This design comes from an exercise in tuning for small area and a short achievable clock period on the open sky130 flow, not from production work.
The RTL was checked by simulation tests, not by an equivalence proof against the original design.
Power figures rest on the tool's default switching activity, not on a simulated workload.

==> flow/design.v, too long to show whole: its modules and the start of the top module <==
// module mux37: 15 lines
// module fle: 38 lines
// module lut4: 28 lines
// module ff: 5 lines
// module mux2_inner: 18 lines
// module clb: 173 lines
// module clb_tile: 21 lines
module clb_tile (
	input clk,
	input config_in,
	input config_en,
	input config_reset,
	input [12:0]I1,
	input [12:0]I2,
	input [12:0]I3,
	input [12:0]I4,
	output [19:0]O
);
  // ...
==> flow/run.sh <==
#!/bin/bash
# synth_recipe.tcl (not shown) runs the flow's synth.tcl, then flattens the netlist and writes it again
# the make line also repeats each setting of config.mk as NAME=value (left out here)
make -C /OpenROAD-flow-scripts/flow DESIGN_CONFIG=/design/flow/config.mk WORK_HOME=/design/flow/orfs CLKGATE_MAP_FILE= SYNTH_SCRIPT=/design/flow/synth_recipe.tcl finish
==> flow/config.mk <==
export PLATFORM = sky130hd
export DESIGN_NAME = clb_tile
export DESIGN_NICKNAME = clb_tile
export VERILOG_FILES = /design/flow/design.v
export SDC_FILE = /design/flow/constraint.sdc
export NUM_CORES = 4
export LEC_CHECK = 0
export CAP_MARGIN = 20
export CORE_MARGIN = 2
export CORE_UTILIZATION = 40
export SLEW_MARGIN = 20
==> flow/constraint.sdc <==
create_clock -name core_clock -period 10.0 [get_ports {clk}]
set_input_delay 2.0000 -clock core_clock [delete_from_list [all_inputs] [get_ports {clk}]]
set_output_delay 2.0000 -clock core_clock [all_outputs]
set_load 0.01 [all_outputs]
==> impl_table.tex, run 1 <==
\begin{tabular}{lr}
\hline
Metric & Value \\
\hline
\multicolumn{2}{l}{\textbf{Setup path}} \\
Buffers \& Inverters on Critical Path & 3 \\
Worst-path maximum fanout & 21 \\
\multicolumn{2}{l}{\textbf{Finish}} \\
Commonest non-fill, non-tap cell in the layout & edfxtp\_1 \\
Cell class ranked first by area & sequential cells \\
Final standard cell area without fillers & between 70000 and 80000 sq um \\
Count of clock buffers in the final design & about 170 \\
\multicolumn{2}{l}{\textbf{Die}} \\
Initial core utilization & 40.3\% \\
Die Area & 181000 sq um \\
Floorplan die height & 426 um \\
Overall die width & 426 um \\
Tap Cells & 2340 \\
\multicolumn{2}{l}{\textbf{Route}} \\
Met2 routed wirelength & about 100 mm \\
Via count & 52033 \\
Antenna Nets Post-Route & 0 \\
\multicolumn{2}{l}{\textbf{STA}} \\
Final Skew & 28.2 ps \\
Setup Viol. Count Final & 0 \\
Slew headroom & 10.4\% \\
Worst-margin pin slew & 1340 ps \\
Fmax achieved & 0.107 GHz \\
Number of pins with negative max-slew slack in the final report & 0 \\
Setup TNS & 0 ps \\
\multicolumn{2}{l}{\textbf{Clock network}} \\
Maximum level of the CTS H-tree & 4 \\
Quantity of gates resized following cts & 0 \\
\multicolumn{2}{l}{\textbf{Min path}} \\
Worst hold path startpoint & config\_out[510] \\
\multicolumn{2}{l}{\textbf{Global route}} \\
Total global-route track usage & 26.5\% \\
Wire length of the first global-routing pass & 354 mm \\
\multicolumn{2}{l}{\textbf{Power and ir drop}} \\
Top contributor to total power & sequential cells \\
Total power draw & 13800 uW \\
Cell Int Power & around 10000 uW \\
\multicolumn{2}{l}{\textbf{Logic synthesis}} \\
Sequential element share of the synthesized area & 49.1\% \\
Xor-xnor portion of the synthesized cell area & 0\% \\
Share of flip-flops with an asynchronous set or reset after synthesis & 0\% \\
Top post-synthesis cells by area & edfxtp\_1 (49\%), mux4\_2 (18\%), mux2i\_1 (5.4\%) \\
\multicolumn{2}{l}{\textbf{Outcome}} \\
Result of the run & complete, no violations \\
\hline
\end{tabular}
==> module fle, before the edit <==
module fle (
	input [7:0]in,
	input [66:0]config_in,
	input config_reset,
	input clk,
	output [1:0]out,
	output [1:0]out_reg
);
wire out_lut4_0;
wire out_lut4_1;
wire out_lut4_2;
wire out_lut4_3;
wire in_4;
wire in_5;
mux2_inner fracture_lut_in_4 ( .config_in(config_in[64]), .config_reset(1'b0), .in({in[4], in[2]}), .out(in_4) );
mux2_inner fracture_lut_in_5 ( .config_in(config_in[64]), .config_reset(1'b0), .in({in[5], in[3]}), .out(in_5) );
lut4 lut4_0 ( .config_in(config_in[15:0]), .config_reset(config_reset), .in(in[3:0]), .out(out_lut4_0) );
lut4 lut4_1 ( .config_in(config_in[31:16]), .config_reset(config_reset), .in(in[3:0]), .out(out_lut4_1) );
lut4 lut4_2 ( .config_in(config_in[47:32]), .config_reset(config_reset), .in({in_5, in_4, in[1:0]}), .out(out_lut4_2) );
lut4 lut4_3 ( .config_in(config_in[63:48]), .config_reset(config_reset), .in({in_5, in_4, in[1:0]}), .out(out_lut4_3) );
wire out_lut5_0;
wire out_lut5_1;
wire out_lut6;
mux2_inner lut5_0_0 ( .config_in(in[6]), .config_reset(config_reset), .in({out_lut4_1, out_lut4_0}), .out(out_lut5_0) );  
mux2_inner lut5_0_1 ( .config_in(in[6]), .config_reset(config_reset), .in({out_lut4_3, out_lut4_2}), .out(out_lut5_1) ); 
mux2_inner lut6 ( .config_in(in[7]), .config_reset(config_reset), .in({out_lut5_1, out_lut5_0}), .out(out_lut6) );  
wire out_lut_0;
wire out_lut_1;
wire out_ff_0;
wire out_ff_1;
mux2_inner fracture_lut ( .config_in(config_in[64]), .config_reset(config_reset), .in({out_lut5_0, out_lut6}), .out(out_lut_0) ); 
mux2_inner lut5_1 ( .config_in(in[7]), .config_reset(config_reset), .in({out_lut4_3, out_lut4_2}), .out(out_lut_1) );  
ff ff_0 ( .D(out_lut_0), .clk(clk), .Q(out_ff_0) );
ff ff_1 ( .D(out_lut_1), .clk(clk), .Q(out_ff_1) );
assign out_reg = {out_ff_1, out_ff_0};
mux2_inner mux_bypass_0 ( .config_in(config_in[65]), .config_reset(config_reset), .in({out_ff_0, out_lut_0}), .out(out[0]) );
mux2_inner mux_bypass_1 ( .config_in(config_in[66]), .config_reset(config_reset), .in({out_ff_1, out_lut_1}), .out(out[1]) );
endmodule
==> module lut4, before the edit <==
module lut4 ( input [15:0]config_in, input config_reset, input [3:0]in, output reg out );
wire [3:0]in_flip;
assign in_flip = {in[0], in[1], in[2], in[3]};
always @ (*) begin
	if (config_reset) begin
		out = 1'b1;
	end else begin
		case(in)
			4'd0: out = config_in[0];
			4'd1: out = config_in[1];
			4'd2: out = config_in[2];
			4'd3: out = config_in[3];
			4'd4: out = config_in[4];
			4'd5: out = config_in[5];
			4'd6: out = config_in[6];
			4'd7: out = config_in[7];
			4'd8: out = config_in[8];
			4'd9: out = config_in[9];
			4'd10: out = config_in[10];
			4'd11: out = config_in[11];
			4'd12: out = config_in[12];
			4'd13: out = config_in[13];
			4'd14: out = config_in[14];
			4'd15: out = config_in[15];
		endcase
	end
end
endmodule
==> module clb_tile, before the edit <==
module clb_tile (
	input clk,
	input config_in,
	input config_en,
	input config_reset,
	input [12:0]I1,
	input [12:0]I2,
	input [12:0]I3,
	input [12:0]I4,
	output [19:0]O
);
reg [1149:0]config_out;
wire [1149:0]config_wire;
assign config_wire = {config_out[1148:0], config_in};
always @ (posedge clk) begin
	if (config_en) begin
		config_out <= config_wire;
	end
end
clb clb_0 ( .I1(I1), .I2(I2), .I3(I3), .I4(I4), .clk(clk), .O(O), .config_in(config_out), .config_reset(config_reset) );
endmodule
==> inputs of run 2 (changes only) <==
==> flow/design.v (replaced) <==
module xmux (
	input [35:0]in,
	input [5:0]sel,
	output out
);
wire [7:0]dec;
dec8 u_dec ( .s(sel[2:0]), .y(dec) );
wire [4:0]g;
grp7 u_g0 ( .d(in[6:0]), .e(dec[7:1]), .y(g[0]) );
grp8 u_g1 ( .d(in[14:7]), .e(dec), .y(g[1]) );
grp8 u_g2 ( .d(in[22:15]), .e(dec), .y(g[2]) );
grp8 u_g3 ( .d(in[30:23]), .e(dec), .y(g[3]) );
grp5 u_g4 ( .d(in[35:31]), .e(dec[4:0]), .s(sel[2:0]), .y(g[4]) );
wire [4:0]e;
dec5 u_dec2 ( .s(sel[5:3]), .y(e) );
wire [2:0]t;
aoi222 u_t0 ( .a0(g[0]), .b0(e[0]), .a1(g[1]), .b1(e[1]), .a2(g[2]), .b2(e[2]), .y(t[0]) );
aoi22 u_t1 ( .a0(g[3]), .b0(e[3]), .a1(g[4]), .b1(e[4]), .y(t[1]) );
oai21 u_t2 ( .a0(sel[4]), .a1(sel[3]), .b(sel[5]), .y(t[2]) );
nand3 u_o ( .a(t[0]), .b(t[1]), .c(t[2]), .y(out) );
endmodule
module dec8 (
	input [2:0]s,
	output [7:0]y
);
wire [2:0]n;
inv u_n0 ( .a(s[0]), .y(n[0]) );
inv u_n1 ( .a(s[1]), .y(n[1]) );
inv u_n2 ( .a(s[2]), .y(n[2]) );
nor3 u_y0 ( .a(s[2]), .b(s[1]), .c(s[0]), .y(y[0]) );
nor3 u_y1 ( .a(s[2]), .b(s[1]), .c(n[0]), .y(y[1]) );
nor3 u_y2 ( .a(s[2]), .b(n[1]), .c(s[0]), .y(y[2]) );
nor3 u_y3 ( .a(s[2]), .b(n[1]), .c(n[0]), .y(y[3]) );
nor3 u_y4 ( .a(n[2]), .b(s[1]), .c(s[0]), .y(y[4]) );
nor3 u_y5 ( .a(n[2]), .b(s[1]), .c(n[0]), .y(y[5]) );
nor3 u_y6 ( .a(n[2]), .b(n[1]), .c(s[0]), .y(y[6]) );
nor3 u_y7 ( .a(n[2]), .b(n[1]), .c(n[0]), .y(y[7]) );
endmodule
module dec5 (
	input [2:0]s,
	output [4:0]y
);
wire [2:0]n;
inv u_n0 ( .a(s[0]), .y(n[0]) );
inv u_n1 ( .a(s[1]), .y(n[1]) );
inv u_n2 ( .a(s[2]), .y(n[2]) );
nor3 u_y0 ( .a(s[2]), .b(s[1]), .c(s[0]), .y(y[0]) );
nor3 u_y1 ( .a(s[2]), .b(s[1]), .c(n[0]), .y(y[1]) );
nor3 u_y2 ( .a(s[2]), .b(n[1]), .c(s[0]), .y(y[2]) );
nor3 u_y3 ( .a(s[2]), .b(n[1]), .c(n[0]), .y(y[3]) );
nor3 u_y4 ( .a(n[2]), .b(s[1]), .c(s[0]), .y(y[4]) );
endmodule
module grp8 (
	input [7:0]d,
	input [7:0]e,
	output y
);
wire [2:0]t;
aoi222 u_t0 ( .a0(d[0]), .b0(e[0]), .a1(d[1]), .b1(e[1]), .a2(d[2]), .b2(e[2]), .y(t[0]) );
aoi222 u_t1 ( .a0(d[3]), .b0(e[3]), .a1(d[4]), .b1(e[4]), .a2(d[5]), .b2(e[5]), .y(t[1]) );
aoi22 u_t2 ( .a0(d[6]), .b0(e[6]), .a1(d[7]), .b1(e[7]), .y(t[2]) );
nand3 u_y ( .a(t[0]), .b(t[1]), .c(t[2]), .y(y) );
endmodule
module grp7 (
	input [6:0]d,
	input [6:0]e,
	output y
);
wire [2:0]t;
aoi222 u_t0 ( .a0(d[0]), .b0(e[0]), .a1(d[1]), .b1(e[1]), .a2(d[2]), .b2(e[2]), .y(t[0]) );
aoi222 u_t1 ( .a0(d[3]), .b0(e[3]), .a1(d[4]), .b1(e[4]), .a2(d[5]), .b2(e[5]), .y(t[1]) );
nand2 u_t2 ( .a(d[6]), .b(e[6]), .y(t[2]) );
nand3 u_y ( .a(t[0]), .b(t[1]), .c(t[2]), .y(y) );
endmodule
module grp5 (
	input [4:0]d,
	input [4:0]e,
	input [2:0]s,
	output y
);
wire [2:0]t;
aoi222 u_t0 ( .a0(d[0]), .b0(e[0]), .a1(d[1]), .b1(e[1]), .a2(d[2]), .b2(e[2]), .y(t[0]) );
aoi22 u_t1 ( .a0(d[3]), .b0(e[3]), .a1(d[4]), .b1(e[4]), .y(t[1]) );
oai21 u_t2 ( .a0(s[1]), .a1(s[0]), .b(s[2]), .y(t[2]) );
nand3 u_y ( .a(t[0]), .b(t[1]), .c(t[2]), .y(y) );
endmodule
module inv ( input a, output y );
assign y = ~a;
endmodule
module nand2 ( input a, input b, output y );
assign y = ~(a & b);
endmodule
module nand3 ( input a, input b, input c, output y );
assign y = ~(a & b & c);
endmodule
module nor2 ( input a, input b, output y );
assign y = ~(a | b);
endmodule
module nor3 ( input a, input b, input c, output y );
assign y = ~(a | b | c);
endmodule
module or2 ( input a, input b, output y );
assign y = a | b;
endmodule
module or3 ( input a, input b, input c, output y );
assign y = a | b | c;
endmodule
module oai21 ( input a0, input a1, input b, output y );
assign y = ~((a0 | a1) & b);
endmodule
module aoi21 ( input a0, input a1, input b, output y );
assign y = ~((a0 & a1) | b);
endmodule
module aoi22 ( input a0, input b0, input a1, input b1, output y );
assign y = ~((a0 & b0) | (a1 & b1));
endmodule
module aoi222 ( input a0, input b0, input a1, input b1, input a2, input b2, output y );
assign y = ~((a0 & b0) | (a1 & b1) | (a2 & b2));
endmodule
module mux2 ( input [1:0]d, input s, output y );
assign y = s ? d[1] : d[0];
endmodule
module mux4 ( input [3:0]d, input [1:0]s, output y );
assign y = d[s];
endmodule
module fle (
	input [7:0]x,
	input [66:0]c,
	input rst,
	input [1:0]q,
	output [1:0]d,
	output [1:0]out
);
wire in4, in5;
mux2 u_in4 ( .d({x[4], x[2]}), .s(c[64]), .y(in4) );
mux2 u_in5 ( .d({x[5], x[3]}), .s(c[64]), .y(in5) );
wire [3:0]a01, a23, b01, b23;
dec4 u_a01 ( .s(x[1:0]), .y(a01) );
dec4 u_a23 ( .s(x[1:0]), .y(a23) );
dec4 u_b01 ( .s(x[3:2]), .y(b01) );
dec4 u_b23 ( .s({in5, in4}), .y(b23) );
wire [3:0]l;
lut4 u_l0 ( .c(c[15:0]), .a(a01), .b(b01), .y(l[0]) );
lut4 u_l1 ( .c(c[31:16]), .a(a01), .b(b01), .y(l[1]) );
lut4 u_l2 ( .c(c[47:32]), .a(a23), .b(b23), .y(l[2]) );
lut4 u_l3 ( .c(c[63:48]), .a(a23), .b(b23), .y(l[3]) );
wire y7;
andn2 u_y7 ( .a(x[7]), .b(c[64]), .y(y7) );
wire lut0, lut1;
mux4 u_lut0 ( .d(l), .s({y7, x[6]}), .y(lut0) );
mux2 u_lut1 ( .d(l[3:2]), .s(x[7]), .y(lut1) );
or2 u_d0 ( .a(lut0), .b(rst), .y(d[0]) );
or2 u_d1 ( .a(lut1), .b(rst), .y(d[1]) );
wire ny7, nx6, nx7;
inv u_ny7 ( .a(y7), .y(ny7) );
inv u_nx6 ( .a(x[6]), .y(nx6) );
inv u_nx7 ( .a(x[7]), .y(nx7) );
wire [3:0]e0;
nor3 u_e00 ( .a(y7), .b(x[6]), .c(c[65]), .y(e0[0]) );
nor3 u_e01 ( .a(y7), .b(nx6), .c(c[65]), .y(e0[1]) );
nor3 u_e02 ( .a(ny7), .b(x[6]), .c(c[65]), .y(e0[2]) );
nor3 u_e03 ( .a(ny7), .b(nx6), .c(c[65]), .y(e0[3]) );
wire [2:0]t0;
aoi22 u_t00 ( .a0(l[0]), .b0(e0[0]), .a1(l[1]), .b1(e0[1]), .y(t0[0]) );
aoi22 u_t01 ( .a0(l[2]), .b0(e0[2]), .a1(l[3]), .b1(e0[3]), .y(t0[1]) );
aoi21 u_t02 ( .a0(q[0]), .a1(c[65]), .b(rst), .y(t0[2]) );
nand3 u_o0 ( .a(t0[0]), .b(t0[1]), .c(t0[2]), .y(out[0]) );
wire [1:0]e1;
nor2 u_e10 ( .a(x[7]), .b(c[66]), .y(e1[0]) );
nor2 u_e11 ( .a(nx7), .b(c[66]), .y(e1[1]) );
wire [1:0]t1;
aoi22 u_t10 ( .a0(l[2]), .b0(e1[0]), .a1(l[3]), .b1(e1[1]), .y(t1[0]) );
aoi21 u_t11 ( .a0(q[1]), .a1(c[66]), .b(rst), .y(t1[1]) );
nand2 u_o1 ( .a(t1[0]), .b(t1[1]), .y(out[1]) );
endmodule
module dec4 (
	input [1:0]s,
	output [3:0]y
);
wire [1:0]n;
inv u_n0 ( .a(s[0]), .y(n[0]) );
inv u_n1 ( .a(s[1]), .y(n[1]) );
nor2 u_y0 ( .a(s[1]), .b(s[0]), .y(y[0]) );
nor2 u_y1 ( .a(s[1]), .b(n[0]), .y(y[1]) );
nor2 u_y2 ( .a(n[1]), .b(s[0]), .y(y[2]) );
nor2 u_y3 ( .a(n[1]), .b(n[0]), .y(y[3]) );
endmodule
module lut4 (
	input [15:0]c,
	input [3:0]a,
	input [3:0]b,
	output y
);
wire [3:0]t;
sel4 u_t0 ( .d(c[3:0]), .e(a), .y(t[0]) );
sel4 u_t1 ( .d(c[7:4]), .e(a), .y(t[1]) );
sel4 u_t2 ( .d(c[11:8]), .e(a), .y(t[2]) );
sel4 u_t3 ( .d(c[15:12]), .e(a), .y(t[3]) );
sel4 u_y ( .d(t), .e(b), .y(y) );
endmodule
module sel4 (
	input [3:0]d,
	input [3:0]e,
	output y
);
wire [1:0]t;
aoi22 u_t0 ( .a0(d[0]), .b0(e[0]), .a1(d[1]), .b1(e[1]), .y(t[0]) );
aoi22 u_t1 ( .a0(d[2]), .b0(e[2]), .a1(d[3]), .b1(e[3]), .y(t[1]) );
nand2 u_y ( .a(t[0]), .b(t[1]), .y(y) );
endmodule
module andn2 ( input a, input b, output y );
assign y = a & ~b;
endmodule
module clb (
	input [12:0]I1,
	input [12:0]I2,
	input [12:0]I3,
	input [12:0]I4,
	output [19:0]O,
	output [19:0]d,
	input [19:0]q,
	input [1149:0]cfg,
	input config_reset
);
wire [7:0]x0;
wire [7:0]x1;
wire [7:0]x2;
wire [7:0]x3;
wire [7:0]x4;
wire [7:0]x5;
wire [7:0]x6;
wire [7:0]x7;
wire [7:0]x8;
wire [7:0]x9;
xmux xm_0_0 ( .in({I4[0], I4[1], I4[2], I4[3], I4[4], I4[5], I4[6], I4[7], I4[8], I4[9], I4[10], I4[11], I4[12], I3[0], I3[1], I3[2], I3[3], I3[4], I3[5], I3[6], I3[7], I3[8], I3[9], I3[10], I3[11], I3[12], q[0], q[10], q[1], q[11], q[2], q[12], q[3], q[13], q[8], q[18]}), .sel(cfg[5:0]), .out(x0[0]) );
xmux xm_0_1 ( .in({I3[0], I3[1], I3[2], I3[3], I3[4], I3[5], I3[6], I3[7], I3[8], I3[9], I3[10], I3[11], I3[12], I2[0], I2[1], I2[2], I2[3], I2[4], I2[5], I2[6], I2[7], I2[8], I2[9], I2[10], I2[11], I2[12], q[2], q[12], q[3], q[13], q[4], q[14], q[5], q[15], q[9], q[19]}), .sel(cfg[11:6]), .out(x0[1]) );
xmux xm_0_2 ( .in({I2[0], I2[1], I2[2], I2[3], I2[4], I2[5], I2[6], I2[7], I2[8], I2[9], I2[10], I2[11], I2[12], I1[0], I1[1], I1[2], I1[3], I1[4], I1[5], I1[6], I1[7], I1[8], I1[9], I1[10], I1[11], I1[12], q[4], q[14], q[5], q[15], q[6], q[16], q[7], q[17], q[8], q[18]}), .sel(cfg[17:12]), .out(x0[2]) );
xmux xm_0_3 ( .in({I4[0], I4[1], I4[2], I4[3], I4[4], I4[5], I4[6], I4[7], I4[8], I4[9], I4[10], I4[11], I4[12], I2[0], I2[1], I2[2], I2[3], I2[4], I2[5], I2[6], I2[7], I2[8], I2[9], I2[10], I2[11], I2[12], q[0], q[10], q[1], q[11], q[4], q[14], q[5], q[15], q[9], q[19]}), .sel(cfg[23:18]), .out(x0[3]) );
xmux xm_0_4 ( .in({I3[0], I3[1], I3[2], I3[3], I3[4], I3[5], I3[6], I3[7], I3[8], I3[9], I3[10], I3[11], I3[12], I1[0], I1[1], I1[2], I1[3], I1[4], I1[5], I1[6], I1[7], I1[8], I1[9], I1[10], I1[11], I1[12], q[2], q[12], q[3], q[13], q[6], q[16], q[7], q[17], q[8], q[18]}), .sel(cfg[29:24]), .out(x0[4]) );
xmux xm_0_5 ( .in({I4[0], I4[1], I4[2], I4[3], I4[4], I4[5], I4[6], I4[7], I4[8], I4[9], I4[10], I4[11], I4[12], I1[0], I1[1], I1[2], I1[3], I1[4], I1[5], I1[6], I1[7], I1[8], I1[9], I1[10], I1[11], I1[12], q[0], q[10], q[1], q[11], q[6], q[16], q[7], q[17], q[9], q[19]}), .sel(cfg[35:30]), .out(x0[5]) );
xmux xm_0_6 ( .in({I4[0], I4[1], I4[2], I4[3], I4[4], I4[5], I4[6], I4[7], I4[8], I4[9], I4[10], I4[11], I4[12], I3[0], I3[1], I3[2], I3[3], I3[4], I3[5], I3[6], I3[7], I3[8], I3[9], I3[10], I3[11], I3[12], q[0], q[10], q[1], q[11], q[2], q[12], q[3], q[13], q[8], q[18]}), .sel(cfg[41:36]), .out(x0[6]) );
xmux xm_0_7 ( .in({I3[0], I3[1], I3[2], I3[3], I3[4], I3[5], I3[6], I3[7], I3[8], I3[9], I3[10], I3[11], I3[12], I2[0], I2[1], I2[2], I2[3], I2[4], I2[5], I2[6], I2[7], I2[8], I2[9], I2[10], I2[11], I2[12], q[2], q[12], q[3], q[13], q[4], q[14], q[5], q[15], q[9], q[19]}), .sel(cfg[47:42]), .out(x0[7]) );
fle fle_0 ( .x(x0), .c(cfg[114:48]), .rst(config_reset), .q({q[10], q[0]}), .d({d[10], d[0]}), .out({O[10], O[0]}) );
xmux xm_1_0 ( .in({I4[0], I4[1], I4[2], I4[3], I4[4], I4[5], I4[6], I4[7], I4[8], I4[9], I4[10], I4[11], I4[12], I3[0], I3[1], I3[2], I3[3], I3[4], I3[5], I3[6], I3[7], I3[8], I3[9], I3[10], I3[11], I3[12], q[0], q[10], q[1], q[11], q[2], q[12], q[3], q[13], q[8], q[18]}), .sel(cfg[120:115]), .out(x1[0]) );
xmux xm_1_1 ( .in({I3[0], I3[1], I3[2], I3[3], I3[4], I3[5], I3[6], I3[7], I3[8], I3[9], I3[10], I3[11], I3[12], I2[0], I2[1], I2[2], I2[3], I2[4], I2[5], I2[6], I2[7], I2[8], I2[9], I2[10], I2[11], I2[12], q[2], q[12], q[3], q[13], q[4], q[14], q[5], q[15], q[9], q[19]}), .sel(cfg[126:121]), .out(x1[1]) );
xmux xm_1_2 ( .in({I2[0], I2[1], I2[2], I2[3], I2[4], I2[5], I2[6], I2[7], I2[8], I2[9], I2[10], I2[11], I2[12], I1[0], I1[1], I1[2], I1[3], I1[4], I1[5], I1[6], I1[7], I1[8], I1[9], I1[10], I1[11], I1[12], q[4], q[14], q[5], q[15], q[6], q[16], q[7], q[17], q[8], q[18]}), .sel(cfg[132:127]), .out(x1[2]) );
xmux xm_1_3 ( .in({I4[0], I4[1], I4[2], I4[3], I4[4], I4[5], I4[6], I4[7], I4[8], I4[9], I4[10], I4[11], I4[12], I2[0], I2[1], I2[2], I2[3], I2[4], I2[5], I2[6], I2[7], I2[8], I2[9], I2[10], I2[11], I2[12], q[0], q[10], q[1], q[11], q[4], q[14], q[5], q[15], q[9], q[19]}), .sel(cfg[138:133]), .out(x1[3]) );
xmux xm_1_4 ( .in({I3[0], I3[1], I3[2], I3[3], I3[4], I3[5], I3[6], I3[7], I3[8], I3[9], I3[10], I3[11], I3[12], I1[0], I1[1], I1[2], I1[3], I1[4], I1[5], I1[6], I1[7], I1[8], I1[9], I1[10], I1[11], I1[12], q[2], q[12], q[3], q[13], q[6], q[16], q[7], q[17], q[8], q[18]}), .sel(cfg[144:139]), .out(x1[4]) );
xmux xm_1_5 ( .in({I4[0], I4[1], I4[2], I4[3], I4[4], I4[5], I4[6], I4[7], I4[8], I4[9], I4[10], I4[11], I4[12], I1[0], I1[1], I1[2], I1[3], I1[4], I1[5], I1[6], I1[7], I1[8], I1[9], I1[10], I1[11], I1[12], q[0], q[10], q[1], q[11], q[6], q[16], q[7], q[17], q[9], q[19]}), .sel(cfg[150:145]), .out(x1[5]) );
xmux xm_1_6 ( .in({I4[0], I4[1], I4[2], I4[3], I4[4], I4[5], I4[6], I4[7], I4[8], I4[9], I4[10], I4[11], I4[12], I3[0], I3[1], I3[2], I3[3], I3[4], I3[5], I3[6], I3[7], I3[8], I3[9], I3[10], I3[11], I3[12], q[0], q[10], q[1], q[11], q[2], q[12], q[3], q[13], q[8], q[18]}), .sel(cfg[156:151]), .out(x1[6]) );
xmux xm_1_7 ( .in({I3[0], I3[1], I3[2], I3[3], I3[4], I3[5], I3[6], I3[7], I3[8], I3[9], I3[10], I3[11], I3[12], I2[0], I2[1], I2[2], I2[3], I2[4], I2[5], I2[6], I2[7], I2[8], I2[9], I2[10], I2[11], I2[12], q[2], q[12], q[3], q[13], q[4], q[14], q[5], q[15], q[9], q[19]}), .sel(cfg[162:157]), .out(x1[7]) );
fle fle_1 ( .x(x1), .c(cfg[229:163]), .rst(config_reset), .q({q[11], q[1]}), .d({d[11], d[1]}), .out({O[11], O[1]}) );
xmux xm_2_0 ( .in({I4[0], I4[1], I4[2], I4[3], I4[4], I4[5], I4[6], I4[7], I4[8], I4[9], I4[10], I4[11], I4[12], I3[0], I3[1], I3[2], I3[3], I3[4], I3[5], I3[6], I3[7], I3[8], I3[9], I3[10], I3[11], I3[12], q[0], q[10], q[1], q[11], q[2], q[12], q[3], q[13], q[8], q[18]}), .sel(cfg[235:230]), .out(x2[0]) );
xmux xm_2_1 ( .in({I3[0], I3[1], I3[2], I3[3], I3[4], I3[5], I3[6], I3[7], I3[8], I3[9], I3[10], I3[11], I3[12], I2[0], I2[1], I2[2], I2[3], I2[4], I2[5], I2[6], I2[7], I2[8], I2[9], I2[10], I2[11], I2[12], q[2], q[12], q[3], q[13], q[4], q[14], q[5], q[15], q[9], q[19]}), .sel(cfg[241:236]), .out(x2[1]) );
xmux xm_2_2 ( .in({I2[0], I2[1], I2[2], I2[3], I2[4], I2[5], I2[6], I2[7], I2[8], I2[9], I2[10], I2[11], I2[12], I1[0], I1[1], I1[2], I1[3], I1[4], I1[5], I1[6], I1[7], I1[8], I1[9], I1[10], I1[11], I1[12], q[4], q[14], q[5], q[15], q[6], q[16], q[7], q[17], q[8], q[18]}), .sel(cfg[247:242]), .out(x2[2]) );
xmux xm_2_3 ( .in({I4[0], I4[1], I4[2], I4[3], I4[4], I4[5], I4[6], I4[7], I4[8], I4[9], I4[10], I4[11], I4[12], I2[0], I2[1], I2[2], I2[3], I2[4], I2[5], I2[6], I2[7], I2[8], I2[9], I2[10], I2[11], I2[12], q[0], q[10], q[1], q[11], q[4], q[14], q[5], q[15], q[9], q[19]}), .sel(cfg[253:248]), .out(x2[3]) );
xmux xm_2_4 ( .in({I3[0], I3[1], I3[2], I3[3], I3[4], I3[5], I3[6], I3[7], I3[8], I3[9], I3[10], I3[11], I3[12], I1[0], I1[1], I1[2], I1[3], I1[4], I1[5], I1[6], I1[7], I1[8], I1[9], I1[10], I1[11], I1[12], q[2], q[12], q[3], q[13], q[6], q[16], q[7], q[17], q[8], q[18]}), .sel(cfg[259:254]), .out(x2[4]) );
xmux xm_2_5 ( .in({I4[0], I4[1], I4[2], I4[3], I4[4], I4[5], I4[6], I4[7], I4[8], I4[9], I4[10], I4[11], I4[12], I1[0], I1[1], I1[2], I1[3], I1[4], I1[5], I1[6], I1[7], I1[8], I1[9], I1[10], I1[11], I1[12], q[0], q[10], q[1], q[11], q[6], q[16], q[7], q[17], q[9], q[19]}), .sel(cfg[265:260]), .out(x2[5]) );
xmux xm_2_6 ( .in({I4[0], I4[1], I4[2], I4[3], I4[4], I4[5], I4[6], I4[7], I4[8], I4[9], I4[10], I4[11], I4[12], I3[0], I3[1], I3[2], I3[3], I3[4], I3[5], I3[6], I3[7], I3[8], I3[9], I3[10], I3[11], I3[12], q[0], q[10], q[1], q[11], q[2], q[12], q[3], q[13], q[8], q[18]}), .sel(cfg[271:266]), .out(x2[6]) );
xmux xm_2_7 ( .in({I3[0], I3[1], I3[2], I3[3], I3[4], I3[5], I3[6], I3[7], I3[8], I3[9], I3[10], I3[11], I3[12], I2[0], I2[1], I2[2], I2[3], I2[4], I2[5], I2[6], I2[7], I2[8], I2[9], I2[10], I2[11], I2[12], q[2], q[12], q[3], q[13], q[4], q[14], q[5], q[15], q[9], q[19]}), .sel(cfg[277:272]), .out(x2[7]) );
fle fle_2 ( .x(x2), .c(cfg[344:278]), .rst(config_reset), .q({q[12], q[2]}), .d({d[12], d[2]}), .out({O[12], O[2]}) );
xmux xm_3_0 ( .in({I4[0], I4[1], I4[2], I4[3], I4[4], I4[5], I4[6], I4[7], I4[8], I4[9], I4[10], I4[11], I4[12], I3[0], I3[1], I3[2], I3[3], I3[4], I3[5], I3[6], I3[7], I3[8], I3[9], I3[10], I3[11], I3[12], q[0], q[10], q[1], q[11], q[2], q[12], q[3], q[13], q[8], q[18]}), .sel(cfg[350:345]), .out(x3[0]) );
xmux xm_3_1 ( .in({I3[0], I3[1], I3[2], I3[3], I3[4], I3[5], I3[6], I3[7], I3[8], I3[9], I3[10], I3[11], I3[12], I2[0], I2[1], I2[2], I2[3], I2[4], I2[5], I2[6], I2[7], I2[8], I2[9], I2[10], I2[11], I2[12], q[2], q[12], q[3], q[13], q[4], q[14], q[5], q[15], q[9], q[19]}), .sel(cfg[356:351]), .out(x3[1]) );
xmux xm_3_2 ( .in({I2[0], I2[1], I2[2], I2[3], I2[4], I2[5], I2[6], I2[7], I2[8], I2[9], I2[10], I2[11], I2[12], I1[0], I1[1], I1[2], I1[3], I1[4], I1[5], I1[6], I1[7], I1[8], I1[9], I1[10], I1[11], I1[12], q[4], q[14], q[5], q[15], q[6], q[16], q[7], q[17], q[8], q[18]}), .sel(cfg[362:357]), .out(x3[2]) );
xmux xm_3_3 ( .in({I4[0], I4[1], I4[2], I4[3], I4[4], I4[5], I4[6], I4[7], I4[8], I4[9], I4[10], I4[11], I4[12], I2[0], I2[1], I2[2], I2[3], I2[4], I2[5], I2[6], I2[7], I2[8], I2[9], I2[10], I2[11], I2[12], q[0], q[10], q[1], q[11], q[4], q[14], q[5], q[15], q[9], q[19]}), .sel(cfg[368:363]), .out(x3[3]) );
xmux xm_3_4 ( .in({I3[0], I3[1], I3[2], I3[3], I3[4], I3[5], I3[6], I3[7], I3[8], I3[9], I3[10], I3[11], I3[12], I1[0], I1[1], I1[2], I1[3], I1[4], I1[5], I1[6], I1[7], I1[8], I1[9], I1[10], I1[11], I1[12], q[2], q[12], q[3], q[13], q[6], q[16], q[7], q[17], q[8], q[18]}), .sel(cfg[374:369]), .out(x3[4]) );
xmux xm_3_5 ( .in({I4[0], I4[1], I4[2], I4[3], I4[4], I4[5], I4[6], I4[7], I4[8], I4[9], I4[10], I4[11], I4[12], I1[0], I1[1], I1[2], I1[3], I1[4], I1[5], I1[6], I1[7], I1[8], I1[9], I1[10], I1[11], I1[12], q[0], q[10], q[1], q[11], q[6], q[16], q[7], q[17], q[9], q[19]}), .sel(cfg[380:375]), .out(x3[5]) );
xmux xm_3_6 ( .in({I4[0], I4[1], I4[2], I4[3], I4[4], I4[5], I4[6], I4[7], I4[8], I4[9], I4[10], I4[11], I4[12], I3[0], I3[1], I3[2], I3[3], I3[4], I3[5], I3[6], I3[7], I3[8], I3[9], I3[10], I3[11], I3[12], q[0], q[10], q[1], q[11], q[2], q[12], q[3], q[13], q[8], q[18]}), .sel(cfg[386:381]), .out(x3[6]) );
xmux xm_3_7 ( .in({I3[0], I3[1], I3[2], I3[3], I3[4], I3[5], I3[6], I3[7], I3[8], I3[9], I3[10], I3[11], I3[12], I2[0], I2[1], I2[2], I2[3], I2[4], I2[5], I2[6], I2[7], I2[8], I2[9], I2[10], I2[11], I2[12], q[2], q[12], q[3], q[13], q[4], q[14], q[5], q[15], q[9], q[19]}), .sel(cfg[392:387]), .out(x3[7]) );
fle fle_3 ( .x(x3), .c(cfg[459:393]), .rst(config_reset), .q({q[13], q[3]}), .d({d[13], d[3]}), .out({O[13], O[3]}) );
xmux xm_4_0 ( .in({I4[0], I4[1], I4[2], I4[3], I4[4], I4[5], I4[6], I4[7], I4[8], I4[9], I4[10], I4[11], I4[12], I3[0], I3[1], I3[2], I3[3], I3[4], I3[5], I3[6], I3[7], I3[8], I3[9], I3[10], I3[11], I3[12], q[0], q[10], q[1], q[11], q[2], q[12], q[3], q[13], q[8], q[18]}), .sel(cfg[465:460]), .out(x4[0]) );
xmux xm_4_1 ( .in({I3[0], I3[1], I3[2], I3[3], I3[4], I3[5], I3[6], I3[7], I3[8], I3[9], I3[10], I3[11], I3[12], I2[0], I2[1], I2[2], I2[3], I2[4], I2[5], I2[6], I2[7], I2[8], I2[9], I2[10], I2[11], I2[12], q[2], q[12], q[3], q[13], q[4], q[14], q[5], q[15], q[9], q[19]}), .sel(cfg[471:466]), .out(x4[1]) );
xmux xm_4_2 ( .in({I2[0], I2[1], I2[2], I2[3], I2[4], I2[5], I2[6], I2[7], I2[8], I2[9], I2[10], I2[11], I2[12], I1[0], I1[1], I1[2], I1[3], I1[4], I1[5], I1[6], I1[7], I1[8], I1[9], I1[10], I1[11], I1[12], q[4], q[14], q[5], q[15], q[6], q[16], q[7], q[17], q[8], q[18]}), .sel(cfg[477:472]), .out(x4[2]) );
xmux xm_4_3 ( .in({I4[0], I4[1], I4[2], I4[3], I4[4], I4[5], I4[6], I4[7], I4[8], I4[9], I4[10], I4[11], I4[12], I2[0], I2[1], I2[2], I2[3], I2[4], I2[5], I2[6], I2[7], I2[8], I2[9], I2[10], I2[11], I2[12], q[0], q[10], q[1], q[11], q[4], q[14], q[5], q[15], q[9], q[19]}), .sel(cfg[483:478]), .out(x4[3]) );
xmux xm_4_4 ( .in({I3[0], I3[1], I3[2], I3[3], I3[4], I3[5], I3[6], I3[7], I3[8], I3[9], I3[10], I3[11], I3[12], I1[0], I1[1], I1[2], I1[3], I1[4], I1[5], I1[6], I1[7], I1[8], I1[9], I1[10], I1[11], I1[12], q[2], q[12], q[3], q[13], q[6], q[16], q[7], q[17], q[8], q[18]}), .sel(cfg[489:484]), .out(x4[4]) );
xmux xm_4_5 ( .in({I4[0], I4[1], I4[2], I4[3], I4[4], I4[5], I4[6], I4[7], I4[8], I4[9], I4[10], I4[11], I4[12], I1[0], I1[1], I1[2], I1[3], I1[4], I1[5], I1[6], I1[7], I1[8], I1[9], I1[10], I1[11], I1[12], q[0], q[10], q[1], q[11], q[6], q[16], q[7], q[17], q[9], q[19]}), .sel(cfg[495:490]), .out(x4[5]) );
xmux xm_4_6 ( .in({I4[0], I4[1], I4[2], I4[3], I4[4], I4[5], I4[6], I4[7], I4[8], I4[9], I4[10], I4[11], I4[12], I3[0], I3[1], I3[2], I3[3], I3[4], I3[5], I3[6], I3[7], I3[8], I3[9], I3[10], I3[11], I3[12], q[0], q[10], q[1], q[11], q[2], q[12], q[3], q[13], q[8], q[18]}), .sel(cfg[501:496]), .out(x4[6]) );
xmux xm_4_7 ( .in({I3[0], I3[1], I3[2], I3[3], I3[4], I3[5], I3[6], I3[7], I3[8], I3[9], I3[10], I3[11], I3[12], I2[0], I2[1], I2[2], I2[3], I2[4], I2[5], I2[6], I2[7], I2[8], I2[9], I2[10], I2[11], I2[12], q[2], q[12], q[3], q[13], q[4], q[14], q[5], q[15], q[9], q[19]}), .sel(cfg[507:502]), .out(x4[7]) );
fle fle_4 ( .x(x4), .c(cfg[574:508]), .rst(config_reset), .q({q[14], q[4]}), .d({d[14], d[4]}), .out({O[14], O[4]}) );
xmux xm_5_0 ( .in({I4[0], I4[1], I4[2], I4[3], I4[4], I4[5], I4[6], I4[7], I4[8], I4[9], I4[10], I4[11], I4[12], I3[0], I3[1], I3[2], I3[3], I3[4], I3[5], I3[6], I3[7], I3[8], I3[9], I3[10], I3[11], I3[12], q[0], q[10], q[1], q[11], q[2], q[12], q[3], q[13], q[8], q[18]}), .sel(cfg[580:575]), .out(x5[0]) );
xmux xm_5_1 ( .in({I3[0], I3[1], I3[2], I3[3], I3[4], I3[5], I3[6], I3[7], I3[8], I3[9], I3[10], I3[11], I3[12], I2[0], I2[1], I2[2], I2[3], I2[4], I2[5], I2[6], I2[7], I2[8], I2[9], I2[10], I2[11], I2[12], q[2], q[12], q[3], q[13], q[4], q[14], q[5], q[15], q[9], q[19]}), .sel(cfg[586:581]), .out(x5[1]) );
xmux xm_5_2 ( .in({I2[0], I2[1], I2[2], I2[3], I2[4], I2[5], I2[6], I2[7], I2[8], I2[9], I2[10], I2[11], I2[12], I1[0], I1[1], I1[2], I1[3], I1[4], I1[5], I1[6], I1[7], I1[8], I1[9], I1[10], I1[11], I1[12], q[4], q[14], q[5], q[15], q[6], q[16], q[7], q[17], q[8], q[18]}), .sel(cfg[592:587]), .out(x5[2]) );
xmux xm_5_3 ( .in({I4[0], I4[1], I4[2], I4[3], I4[4], I4[5], I4[6], I4[7], I4[8], I4[9], I4[10], I4[11], I4[12], I2[0], I2[1], I2[2], I2[3], I2[4], I2[5], I2[6], I2[7], I2[8], I2[9], I2[10], I2[11], I2[12], q[0], q[10], q[1], q[11], q[4], q[14], q[5], q[15], q[9], q[19]}), .sel(cfg[598:593]), .out(x5[3]) );
xmux xm_5_4 ( .in({I3[0], I3[1], I3[2], I3[3], I3[4], I3[5], I3[6], I3[7], I3[8], I3[9], I3[10], I3[11], I3[12], I1[0], I1[1], I1[2], I1[3], I1[4], I1[5], I1[6], I1[7], I1[8], I1[9], I1[10], I1[11], I1[12], q[2], q[12], q[3], q[13], q[6], q[16], q[7], q[17], q[8], q[18]}), .sel(cfg[604:599]), .out(x5[4]) );
xmux xm_5_5 ( .in({I4[0], I4[1], I4[2], I4[3], I4[4], I4[5], I4[6], I4[7], I4[8], I4[9], I4[10], I4[11], I4[12], I1[0], I1[1], I1[2], I1[3], I1[4], I1[5], I1[6], I1[7], I1[8], I1[9], I1[10], I1[11], I1[12], q[0], q[10], q[1], q[11], q[6], q[16], q[7], q[17], q[9], q[19]}), .sel(cfg[610:605]), .out(x5[5]) );
xmux xm_5_6 ( .in({I4[0], I4[1], I4[2], I4[3], I4[4], I4[5], I4[6], I4[7], I4[8], I4[9], I4[10], I4[11], I4[12], I3[0], I3[1], I3[2], I3[3], I3[4], I3[5], I3[6], I3[7], I3[8], I3[9], I3[10], I3[11], I3[12], q[0], q[10], q[1], q[11], q[2], q[12], q[3], q[13], q[8], q[18]}), .sel(cfg[616:611]), .out(x5[6]) );
xmux xm_5_7 ( .in({I3[0], I3[1], I3[2], I3[3], I3[4], I3[5], I3[6], I3[7], I3[8], I3[9], I3[10], I3[11], I3[12], I2[0], I2[1], I2[2], I2[3], I2[4], I2[5], I2[6], I2[7], I2[8], I2[9], I2[10], I2[11], I2[12], q[2], q[12], q[3], q[13], q[4], q[14], q[5], q[15], q[9], q[19]}), .sel(cfg[622:617]), .out(x5[7]) );
fle fle_5 ( .x(x5), .c(cfg[689:623]), .rst(config_reset), .q({q[15], q[5]}), .d({d[15], d[5]}), .out({O[15], O[5]}) );
xmux xm_6_0 ( .in({I4[0], I4[1], I4[2], I4[3], I4[4], I4[5], I4[6], I4[7], I4[8], I4[9], I4[10], I4[11], I4[12], I3[0], I3[1], I3[2], I3[3], I3[4], I3[5], I3[6], I3[7], I3[8], I3[9], I3[10], I3[11], I3[12], q[0], q[10], q[1], q[11], q[2], q[12], q[3], q[13], q[8], q[18]}), .sel(cfg[695:690]), .out(x6[0]) );
xmux xm_6_1 ( .in({I3[0], I3[1], I3[2], I3[3], I3[4], I3[5], I3[6], I3[7], I3[8], I3[9], I3[10], I3[11], I3[12], I2[0], I2[1], I2[2], I2[3], I2[4], I2[5], I2[6], I2[7], I2[8], I2[9], I2[10], I2[11], I2[12], q[2], q[12], q[3], q[13], q[4], q[14], q[5], q[15], q[9], q[19]}), .sel(cfg[701:696]), .out(x6[1]) );
xmux xm_6_2 ( .in({I2[0], I2[1], I2[2], I2[3], I2[4], I2[5], I2[6], I2[7], I2[8], I2[9], I2[10], I2[11], I2[12], I1[0], I1[1], I1[2], I1[3], I1[4], I1[5], I1[6], I1[7], I1[8], I1[9], I1[10], I1[11], I1[12], q[4], q[14], q[5], q[15], q[6], q[16], q[7], q[17], q[8], q[18]}), .sel(cfg[707:702]), .out(x6[2]) );
xmux xm_6_3 ( .in({I4[0], I4[1], I4[2], I4[3], I4[4], I4[5], I4[6], I4[7], I4[8], I4[9], I4[10], I4[11], I4[12], I2[0], I2[1], I2[2], I2[3], I2[4], I2[5], I2[6], I2[7], I2[8], I2[9], I2[10], I2[11], I2[12], q[0], q[10], q[1], q[11], q[4], q[14], q[5], q[15], q[9], q[19]}), .sel(cfg[713:708]), .out(x6[3]) );
xmux xm_6_4 ( .in({I3[0], I3[1], I3[2], I3[3], I3[4], I3[5], I3[6], I3[7], I3[8], I3[9], I3[10], I3[11], I3[12], I1[0], I1[1], I1[2], I1[3], I1[4], I1[5], I1[6], I1[7], I1[8], I1[9], I1[10], I1[11], I1[12], q[2], q[12], q[3], q[13], q[6], q[16], q[7], q[17], q[8], q[18]}), .sel(cfg[719:714]), .out(x6[4]) );
xmux xm_6_5 ( .in({I4[0], I4[1], I4[2], I4[3], I4[4], I4[5], I4[6], I4[7], I4[8], I4[9], I4[10], I4[11], I4[12], I1[0], I1[1], I1[2], I1[3], I1[4], I1[5], I1[6], I1[7], I1[8], I1[9], I1[10], I1[11], I1[12], q[0], q[10], q[1], q[11], q[6], q[16], q[7], q[17], q[9], q[19]}), .sel(cfg[725:720]), .out(x6[5]) );
xmux xm_6_6 ( .in({I4[0], I4[1], I4[2], I4[3], I4[4], I4[5], I4[6], I4[7], I4[8], I4[9], I4[10], I4[11], I4[12], I3[0], I3[1], I3[2], I3[3], I3[4], I3[5], I3[6], I3[7], I3[8], I3[9], I3[10], I3[11], I3[12], q[0], q[10], q[1], q[11], q[2], q[12], q[3], q[13], q[8], q[18]}), .sel(cfg[731:726]), .out(x6[6]) );
xmux xm_6_7 ( .in({I3[0], I3[1], I3[2], I3[3], I3[4], I3[5], I3[6], I3[7], I3[8], I3[9], I3[10], I3[11], I3[12], I2[0], I2[1], I2[2], I2[3], I2[4], I2[5], I2[6], I2[7], I2[8], I2[9], I2[10], I2[11], I2[12], q[2], q[12], q[3], q[13], q[4], q[14], q[5], q[15], q[9], q[19]}), .sel(cfg[737:732]), .out(x6[7]) );
fle fle_6 ( .x(x6), .c(cfg[804:738]), .rst(config_reset), .q({q[16], q[6]}), .d({d[16], d[6]}), .out({O[16], O[6]}) );
xmux xm_7_0 ( .in({I4[0], I4[1], I4[2], I4[3], I4[4], I4[5], I4[6], I4[7], I4[8], I4[9], I4[10], I4[11], I4[12], I3[0], I3[1], I3[2], I3[3], I3[4], I3[5], I3[6], I3[7], I3[8], I3[9], I3[10], I3[11], I3[12], q[0], q[10], q[1], q[11], q[2], q[12], q[3], q[13], q[8], q[18]}), .sel(cfg[810:805]), .out(x7[0]) );
xmux xm_7_1 ( .in({I3[0], I3[1], I3[2], I3[3], I3[4], I3[5], I3[6], I3[7], I3[8], I3[9], I3[10], I3[11], I3[12], I2[0], I2[1], I2[2], I2[3], I2[4], I2[5], I2[6], I2[7], I2[8], I2[9], I2[10], I2[11], I2[12], q[2], q[12], q[3], q[13], q[4], q[14], q[5], q[15], q[9], q[19]}), .sel(cfg[816:811]), .out(x7[1]) );
xmux xm_7_2 ( .in({I2[0], I2[1], I2[2], I2[3], I2[4], I2[5], I2[6], I2[7], I2[8], I2[9], I2[10], I2[11], I2[12], I1[0], I1[1], I1[2], I1[3], I1[4], I1[5], I1[6], I1[7], I1[8], I1[9], I1[10], I1[11], I1[12], q[4], q[14], q[5], q[15], q[6], q[16], q[7], q[17], q[8], q[18]}), .sel(cfg[822:817]), .out(x7[2]) );
xmux xm_7_3 ( .in({I4[0], I4[1], I4[2], I4[3], I4[4], I4[5], I4[6], I4[7], I4[8], I4[9], I4[10], I4[11], I4[12], I2[0], I2[1], I2[2], I2[3], I2[4], I2[5], I2[6], I2[7], I2[8], I2[9], I2[10], I2[11], I2[12], q[0], q[10], q[1], q[11], q[4], q[14], q[5], q[15], q[9], q[19]}), .sel(cfg[828:823]), .out(x7[3]) );
xmux xm_7_4 ( .in({I3[0], I3[1], I3[2], I3[3], I3[4], I3[5], I3[6], I3[7], I3[8], I3[9], I3[10], I3[11], I3[12], I1[0], I1[1], I1[2], I1[3], I1[4], I1[5], I1[6], I1[7], I1[8], I1[9], I1[10], I1[11], I1[12], q[2], q[12], q[3], q[13], q[6], q[16], q[7], q[17], q[8], q[18]}), .sel(cfg[834:829]), .out(x7[4]) );
xmux xm_7_5 ( .in({I4[0], I4[1], I4[2], I4[3], I4[4], I4[5], I4[6], I4[7], I4[8], I4[9], I4[10], I4[11], I4[12], I1[0], I1[1], I1[2], I1[3], I1[4], I1[5], I1[6], I1[7], I1[8], I1[9], I1[10], I1[11], I1[12], q[0], q[10], q[1], q[11], q[6], q[16], q[7], q[17], q[9], q[19]}), .sel(cfg[840:835]), .out(x7[5]) );
xmux xm_7_6 ( .in({I4[0], I4[1], I4[2], I4[3], I4[4], I4[5], I4[6], I4[7], I4[8], I4[9], I4[10], I4[11], I4[12], I3[0], I3[1], I3[2], I3[3], I3[4], I3[5], I3[6], I3[7], I3[8], I3[9], I3[10], I3[11], I3[12], q[0], q[10], q[1], q[11], q[2], q[12], q[3], q[13], q[8], q[18]}), .sel(cfg[846:841]), .out(x7[6]) );
xmux xm_7_7 ( .in({I3[0], I3[1], I3[2], I3[3], I3[4], I3[5], I3[6], I3[7], I3[8], I3[9], I3[10], I3[11], I3[12], I2[0], I2[1], I2[2], I2[3], I2[4], I2[5], I2[6], I2[7], I2[8], I2[9], I2[10], I2[11], I2[12], q[2], q[12], q[3], q[13], q[4], q[14], q[5], q[15], q[9], q[19]}), .sel(cfg[852:847]), .out(x7[7]) );
fle fle_7 ( .x(x7), .c(cfg[919:853]), .rst(config_reset), .q({q[17], q[7]}), .d({d[17], d[7]}), .out({O[17], O[7]}) );
xmux xm_8_0 ( .in({I4[0], I4[1], I4[2], I4[3], I4[4], I4[5], I4[6], I4[7], I4[8], I4[9], I4[10], I4[11], I4[12], I3[0], I3[1], I3[2], I3[3], I3[4], I3[5], I3[6], I3[7], I3[8], I3[9], I3[10], I3[11], I3[12], q[0], q[10], q[1], q[11], q[2], q[12], q[3], q[13], q[8], q[18]}), .sel(cfg[925:920]), .out(x8[0]) );
xmux xm_8_1 ( .in({I3[0], I3[1], I3[2], I3[3], I3[4], I3[5], I3[6], I3[7], I3[8], I3[9], I3[10], I3[11], I3[12], I2[0], I2[1], I2[2], I2[3], I2[4], I2[5], I2[6], I2[7], I2[8], I2[9], I2[10], I2[11], I2[12], q[2], q[12], q[3], q[13], q[4], q[14], q[5], q[15], q[9], q[19]}), .sel(cfg[931:926]), .out(x8[1]) );
xmux xm_8_2 ( .in({I2[0], I2[1], I2[2], I2[3], I2[4], I2[5], I2[6], I2[7], I2[8], I2[9], I2[10], I2[11], I2[12], I1[0], I1[1], I1[2], I1[3], I1[4], I1[5], I1[6], I1[7], I1[8], I1[9], I1[10], I1[11], I1[12], q[4], q[14], q[5], q[15], q[6], q[16], q[7], q[17], q[8], q[18]}), .sel(cfg[937:932]), .out(x8[2]) );
xmux xm_8_3 ( .in({I4[0], I4[1], I4[2], I4[3], I4[4], I4[5], I4[6], I4[7], I4[8], I4[9], I4[10], I4[11], I4[12], I2[0], I2[1], I2[2], I2[3], I2[4], I2[5], I2[6], I2[7], I2[8], I2[9], I2[10], I2[11], I2[12], q[0], q[10], q[1], q[11], q[4], q[14], q[5], q[15], q[9], q[19]}), .sel(cfg[943:938]), .out(x8[3]) );
xmux xm_8_4 ( .in({I3[0], I3[1], I3[2], I3[3], I3[4], I3[5], I3[6], I3[7], I3[8], I3[9], I3[10], I3[11], I3[12], I1[0], I1[1], I1[2], I1[3], I1[4], I1[5], I1[6], I1[7], I1[8], I1[9], I1[10], I1[11], I1[12], q[2], q[12], q[3], q[13], q[6], q[16], q[7], q[17], q[8], q[18]}), .sel(cfg[949:944]), .out(x8[4]) );
xmux xm_8_5 ( .in({I4[0], I4[1], I4[2], I4[3], I4[4], I4[5], I4[6], I4[7], I4[8], I4[9], I4[10], I4[11], I4[12], I1[0], I1[1], I1[2], I1[3], I1[4], I1[5], I1[6], I1[7], I1[8], I1[9], I1[10], I1[11], I1[12], q[0], q[10], q[1], q[11], q[6], q[16], q[7], q[17], q[9], q[19]}), .sel(cfg[955:950]), .out(x8[5]) );
xmux xm_8_6 ( .in({I4[0], I4[1], I4[2], I4[3], I4[4], I4[5], I4[6], I4[7], I4[8], I4[9], I4[10], I4[11], I4[12], I3[0], I3[1], I3[2], I3[3], I3[4], I3[5], I3[6], I3[7], I3[8], I3[9], I3[10], I3[11], I3[12], q[0], q[10], q[1], q[11], q[2], q[12], q[3], q[13], q[8], q[18]}), .sel(cfg[961:956]), .out(x8[6]) );
xmux xm_8_7 ( .in({I3[0], I3[1], I3[2], I3[3], I3[4], I3[5], I3[6], I3[7], I3[8], I3[9], I3[10], I3[11], I3[12], I2[0], I2[1], I2[2], I2[3], I2[4], I2[5], I2[6], I2[7], I2[8], I2[9], I2[10], I2[11], I2[12], q[2], q[12], q[3], q[13], q[4], q[14], q[5], q[15], q[9], q[19]}), .sel(cfg[967:962]), .out(x8[7]) );
fle fle_8 ( .x(x8), .c(cfg[1034:968]), .rst(config_reset), .q({q[18], q[8]}), .d({d[18], d[8]}), .out({O[18], O[8]}) );
xmux xm_9_0 ( .in({I4[0], I4[1], I4[2], I4[3], I4[4], I4[5], I4[6], I4[7], I4[8], I4[9], I4[10], I4[11], I4[12], I3[0], I3[1], I3[2], I3[3], I3[4], I3[5], I3[6], I3[7], I3[8], I3[9], I3[10], I3[11], I3[12], q[0], q[10], q[1], q[11], q[2], q[12], q[3], q[13], q[8], q[18]}), .sel(cfg[1040:1035]), .out(x9[0]) );
xmux xm_9_1 ( .in({I3[0], I3[1], I3[2], I3[3], I3[4], I3[5], I3[6], I3[7], I3[8], I3[9], I3[10], I3[11], I3[12], I2[0], I2[1], I2[2], I2[3], I2[4], I2[5], I2[6], I2[7], I2[8], I2[9], I2[10], I2[11], I2[12], q[2], q[12], q[3], q[13], q[4], q[14], q[5], q[15], q[9], q[19]}), .sel(cfg[1046:1041]), .out(x9[1]) );
xmux xm_9_2 ( .in({I2[0], I2[1], I2[2], I2[3], I2[4], I2[5], I2[6], I2[7], I2[8], I2[9], I2[10], I2[11], I2[12], I1[0], I1[1], I1[2], I1[3], I1[4], I1[5], I1[6], I1[7], I1[8], I1[9], I1[10], I1[11], I1[12], q[4], q[14], q[5], q[15], q[6], q[16], q[7], q[17], q[8], q[18]}), .sel(cfg[1052:1047]), .out(x9[2]) );
xmux xm_9_3 ( .in({I4[0], I4[1], I4[2], I4[3], I4[4], I4[5], I4[6], I4[7], I4[8], I4[9], I4[10], I4[11], I4[12], I2[0], I2[1], I2[2], I2[3], I2[4], I2[5], I2[6], I2[7], I2[8], I2[9], I2[10], I2[11], I2[12], q[0], q[10], q[1], q[11], q[4], q[14], q[5], q[15], q[9], q[19]}), .sel(cfg[1058:1053]), .out(x9[3]) );
xmux xm_9_4 ( .in({I3[0], I3[1], I3[2], I3[3], I3[4], I3[5], I3[6], I3[7], I3[8], I3[9], I3[10], I3[11], I3[12], I1[0], I1[1], I1[2], I1[3], I1[4], I1[5], I1[6], I1[7], I1[8], I1[9], I1[10], I1[11], I1[12], q[2], q[12], q[3], q[13], q[6], q[16], q[7], q[17], q[8], q[18]}), .sel(cfg[1064:1059]), .out(x9[4]) );
xmux xm_9_5 ( .in({I4[0], I4[1], I4[2], I4[3], I4[4], I4[5], I4[6], I4[7], I4[8], I4[9], I4[10], I4[11], I4[12], I1[0], I1[1], I1[2], I1[3], I1[4], I1[5], I1[6], I1[7], I1[8], I1[9], I1[10], I1[11], I1[12], q[0], q[10], q[1], q[11], q[6], q[16], q[7], q[17], q[9], q[19]}), .sel(cfg[1070:1065]), .out(x9[5]) );
xmux xm_9_6 ( .in({I4[0], I4[1], I4[2], I4[3], I4[4], I4[5], I4[6], I4[7], I4[8], I4[9], I4[10], I4[11], I4[12], I3[0], I3[1], I3[2], I3[3], I3[4], I3[5], I3[6], I3[7], I3[8], I3[9], I3[10], I3[11], I3[12], q[0], q[10], q[1], q[11], q[2], q[12], q[3], q[13], q[8], q[18]}), .sel(cfg[1076:1071]), .out(x9[6]) );
xmux xm_9_7 ( .in({I3[0], I3[1], I3[2], I3[3], I3[4], I3[5], I3[6], I3[7], I3[8], I3[9], I3[10], I3[11], I3[12], I2[0], I2[1], I2[2], I2[3], I2[4], I2[5], I2[6], I2[7], I2[8], I2[9], I2[10], I2[11], I2[12], q[2], q[12], q[3], q[13], q[4], q[14], q[5], q[15], q[9], q[19]}), .sel(cfg[1082:1077]), .out(x9[7]) );
fle fle_9 ( .x(x9), .c(cfg[1149:1083]), .rst(config_reset), .q({q[19], q[9]}), .d({d[19], d[9]}), .out({O[19], O[9]}) );
endmodule
module clb_tile (
	input clk,
	input config_in,
	input config_en,
	input config_reset,
	input [12:0]I1,
	input [12:0]I2,
	input [12:0]I3,
	input [12:0]I4,
	output [19:0]O
);
reg [1149:0]cfg;
reg [19:0]q;
wire [19:0]d;
always @ (posedge clk) begin
	if (config_en) begin
		cfg <= {cfg[1148:0], config_in};
	end
end
always @ (posedge clk) begin
	q <= d;
end
clb clb_0 ( .I1(I1), .I2(I2), .I3(I3), .I4(I4), .O(O), .d(d), .q(q), .cfg(cfg), .config_reset(config_reset) );
endmodule
==> flow/flow/run.sh (new file) <==
#!/bin/bash
# Own layout flow: the standard flow, with
#  - one step added between synthesis and floorplan that swaps every
#    combinational cell to the smallest cell of its family (the repair steps
#    later size up what timing needs), and
#  - the port buffers made buf_4 cells instead of the default pick.
# Each tool's output goes to a log file of its own in this folder.
set -euo pipefail
bash standard.sh synth > synth.log 2>&1
DS_DB=orfs/results/${FLOW_PLATFORM}/clb_tile/base/1_synth.odb openroad -no_init -exit flow/downsize.tcl > downsize.log 2>&1
bash standard.sh "BUFFER_PORTS_ARGS=-buffer_cell sky130_fd_sc_hd__buf_4" finish > finish.log 2>&1
==> flow/flow/downsize.tcl (new file) <==
# Swap every combinational cell of the synthesized netlist to the smallest
# cell of its family (same function and pins); among equally small ones the
# strongest. Registers, and cells the platform marks don't-use, are kept.
# The later repair steps size up whatever timing, slew or load needs.
set db_file $::env(DS_DB)
read_db $db_file
set db [ord::get_db]
set block [ord::get_db_block]
set best [dict create]
foreach lib [$db getLibs] {
  foreach m [$lib getMasters] {
    set n [$m getName]
    if { ![regexp {^sky130_fd_sc_hd__(.+)_(\d+)$} $n -> fam drive] } { continue }
    if { [regexp {^(df|edf|sdf|sedf|dl|sdl|lpflow|probe|tap|fill|decap|diode|conb|clkdly|dly)} $fam] } { continue }
    set w [$m getWidth]
    if { ![dict exists $best $fam] } {
      dict set best $fam [list $w $drive $m]
    } else {
      lassign [dict get $best $fam] bw bd bm
      if { $w < $bw || ($w == $bw && $drive > $bd) } {
        dict set best $fam [list $w $drive $m]
      }
    }
  }
}
set swapped 0
foreach inst [$block getInsts] {
  set n [[$inst getMaster] getName]
  if { ![regexp {^sky130_fd_sc_hd__(.+)_(\d+)$} $n -> fam drive] } { continue }
  if { ![dict exists $best $fam] } { continue }
  set m [lindex [dict get $best $fam] 2]
  if { [$m getName] ne $n } {
    if { [$inst swapMaster $m] } { incr swapped }
  }
}
puts "downsize: swapped $swapped instances"
write_db $db_file
==> flow/standard.sh (new file) <==
#!/bin/bash
# synth_recipe.tcl (not shown) runs the flow's synth.tcl, then flattens the netlist and writes it again
# the make line also repeats each setting of config.mk as NAME=value (left out here)
make -C /OpenROAD-flow-scripts/flow DESIGN_CONFIG=/design/flow/config.mk WORK_HOME=/design/flow/orfs CLKGATE_MAP_FILE= SYNTH_SCRIPT=/design/flow/synth_recipe.tcl "${@:-finish}"
==> flow/config.mk (replaced) <==
export PLATFORM = sky130hd
export DESIGN_NAME = clb_tile
export DESIGN_NICKNAME = clb_tile
export VERILOG_FILES = /design/flow/design.v
export SDC_FILE = /design/flow/constraint.sdc
export NUM_CORES = 4
export LEC_CHECK = 0
export CAP_MARGIN = 20
export CELL_PAD_IN_SITES_DETAIL_PLACEMENT = 2
export CELL_PAD_IN_SITES_GLOBAL_PLACEMENT = 2
export CORE_MARGIN = 2
export CORE_UTILIZATION = 30
export CTS_CLUSTER_DIAMETER = 80
export CTS_CLUSTER_SIZE = 20
export PLACE_DENSITY = 0.4
export SETUP_SLACK_MARGIN = 3.0
export SLEW_MARGIN = 20
export SYNTH_HIERARCHICAL = 1
export SYNTH_MINIMUM_KEEP_SIZE = 0
removed: flow/run.sh
==> run 2 against run 1 <==
Against the previous run:
- still clean on timing, DRC and antenna
- synthesized cell count increased by 7.4%
- core utilization decreased by 7.8 points
- setup slack improved by 2400 ps
- sequential share of layout area increased by 1.4 points
- routed wire length increased by 33%
- fmax increased by 34%
- via count increased by 17%
- worst hold slack improved by 16 ps
- first-iteration DRC count increased by 41%
- power increased by 3.1%
==> impl_table.tex, run 2 <==
\begin{tabular}{lr}
\hline
Metric & Value \\
\hline
\multicolumn{2}{l}{\textbf{Finish}} \\
Regs by FF count & cfg: 1150 flops, q: 20 flops \\
Final standard cell area without fillers & 76000 sq um (was 78400 sq um) \\
Commonest non-fill, non-tap cell in the layout & edfxtp\_1 (unchanged) \\
Max reg flops & 1150 (unchanged) \\
Register bank with the most flops & cfg (was config\_out) \\
\multicolumn{2}{l}{\textbf{Setup path}} \\
Kind of launch point of the worst setup path & primary input (unchanged) \\
Buffers \& Inverters on Critical Path & 4 (was 3) \\
WP data required & 8000 ps (about the same) \\
Worst-path maximum fanout & 19 (was 21) \\
\multicolumn{2}{l}{\textbf{Global route}} \\
Initial antenna violation count & 13 (was 10) \\
Maximum number of pins on one net before global-route repair & 169 (was 179) \\
Wire length of the first global-routing pass & 447 mm (was 354 mm) \\
Remaining Overflow, GRT & 0 (unchanged) \\
Total global-route track usage & 28.6\% (was 26.5\%) \\
\multicolumn{2}{l}{\textbf{Outcome}} \\
Result of the run & complete, no violations (unchanged) \\
\multicolumn{2}{l}{\textbf{Placed design}} \\
Placer's final routability congestion estimate & 0.842 (was 0.936) \\
Post-detailed-placement cell area & 67700 sq um (was 73900 sq um) \\
\multicolumn{2}{l}{\textbf{STA}} \\
Final hold slack & 448 ps (was 432 ps) \\
Number of pins with negative max-slew slack in the final report & 0 (unchanged) \\
Setup Viol. Count Final & 0 (unchanged) \\
Worst-margin pin slew & 1180 ps (was 1340 ps) \\
Setup TNS & 0 ps (unchanged) \\
Fmax achieved & 0.142 GHz (was 0.107 GHz) \\
Worst path setup slack after routing & 2980 ps (was 613 ps) \\
Final Skew & 41.3 ps (was 28.2 ps) \\
Slew headroom & 21.5\% (was 10.4\%) \\
\multicolumn{2}{l}{\textbf{Power and ir drop}} \\
Leakage power & 0.0258 uW (was 0.0262 uW) \\
Clock power share & 33.5\% (was 37.2\%) \\
Cell Int Power & 9060 uW (was 9750 uW) \\
Net switching share of the total power & 36.4\% (was 29.4\%) \\
Peak VDD IR & 0.148 mV (was 0.194 mV) \\
Sequential share of power & 43.2\% (was 44.9\%) \\
\multicolumn{2}{l}{\textbf{Die}} \\
Core footprint & 207000 sq um (was 176000 sq um) \\
Die Area & 213000 sq um (was 181000 sq um) \\
Floorplan die height & 461 um (was 426 um) \\
Initial core utilization & 30.2\% (was 40.3\%) \\
Overall die width & 461 um (was 426 um) \\
\multicolumn{2}{l}{\textbf{Min path}} \\
Tightest Hold Check Type & register to register (unchanged) \\
Worst hold path startpoint & cfg[901] (was config\_out[510]) \\
\multicolumn{2}{l}{\textbf{Clock network}} \\
Hold bufs inserted after CTS & 0 (unchanged) \\
CTS tree & built (unchanged) \\
Clock transition time at the flip-flop clock pins of the worst setup and hold paths & 90 ps (was 60 ps) \\
Maximum count of clock buffers along a single path & 3 (unchanged) \\
Number of clock sinks & 1170 (unchanged) \\
Maximum level of the CTS H-tree & 3 (was 4) \\
\multicolumn{2}{l}{\textbf{Route}} \\
Routed len/inst & 36.0 um (was 32.4 um) \\
Via count & 60704 (was 52033) \\
Antenna Nets Post-Route & 0 (unchanged) \\
\multicolumn{2}{l}{\textbf{Logic synthesis}} \\
Number of warning messages in the yosys log & 7 (was 5) \\
\hline
\end{tabular}
## run 2: worst reg2reg max path, delay by kind of cell (launching register included)
family / cells / cell delay, ps
DFF: 1 / 600
buffers and inverters: 4 / 870
AOI/OAI and AO/OA: 3 / 1020
muxes: 2 / 850
and+or+nand+nor: 5 / 950
## run 2: power groups by stage
| stage | combinational [uW] | sequential, uW | clock [uW] |
|---|---|---|---|
| floorplan | 1250 | 6180 | 0 |
| global route | 3450 | 6190 | 5040 |
| detailed placement | 2830 | 6240 | 0 |
| global placement | 2800 | 6230 | 0 |
| finish | 3320 | 6150 | 4780 |
| CTS | 2970 | 6140 | 4920 |
## run 2: final timing paths
| path | endpoint | slack [ps] | cells past startpoint |
|---|---|---|---|
| max | O[2] | 2980 | 14 |
| min | cfg[902] | 450 | 0 |
| max reg2reg | q[3] | 5600 | 14 |
| min reg2reg | cfg[902] | 450 | 0 |
## run 2: through the flow
step	total power, uW	instances
after floorplan	7420	5680
after CTS	14000	8921
final	14200	9013
after detailed placement	9070	8660
after global routing	14700	9008
after global placement	9040	8660
## run 2: layout make-up
class                      count  area, sq um  share of cell area (%)
clock buffer                 117         2820                    3.71
tap                         2788         3490                    4.59
inverter                     590         2270                    2.99
multi-input combinational   3920        27100                    35.6
sequential                  1170        35000                    46.0
clock inverter                87         1160                    1.53
antenna                        6         15.0                  0.0198
timing repair buffer         335         4210                    5.54
## run 2: timing repair
item                                    4_1_cts  5_1_grt
gates cloned                                  8       17
buffers inserted                             49       69
hold endpoints to repair                      0        0
pin swaps                                    50      178
gates resized for setup                     248      363
endpoints found under the setup margin       20       20
## run 2: routing by layer
metal  vias up  global-route usage (%)  share of wire [%]
met3       779                    5.53                9.8
met4        16                    11.4                4.7
met5         -                       0              0.029
met1     31033                    39.4                 42
li1      25534                       -                  -
met2      3342                    44.0                 44

-- port drivers added, routing unchanged --
How much do the figures lean on ideal ports? The routed layouts below were timed once more, with nothing changed but the port constraints.
Step 1: set_driving_cell puts a clkbuf_16 on clk and a buf_2 on each other input, an assumption about the parent block.
Step 2 adds t to the input delays and takes it off the output delays; t is the mean of the earliest and latest rising clock arrival at the registers after step 1. Input paths then give back, and output paths get back, about the clock's delay inside the block.
a / b / c = ideal ports / drivers / drivers and shift; a / b = the first two.
| run | shift t [ns] | setup WS [ns] | latest minus earliest clock arrival (ns) |
|---|---|---|---|
| run 1 | 0.901 | 0.613 / 0.588 / 0.588 | 0.036 / 0.036 |
| run 2 | 0.884 | 2.982 / 2.878 / 2.878 | 0.054 / 0.054 |
After both steps every run listed still meets setup and hold. For run 2, which loses most, drivers alone change the setup slack by -0.104 ns; drivers and shift together by -0.104 ns.
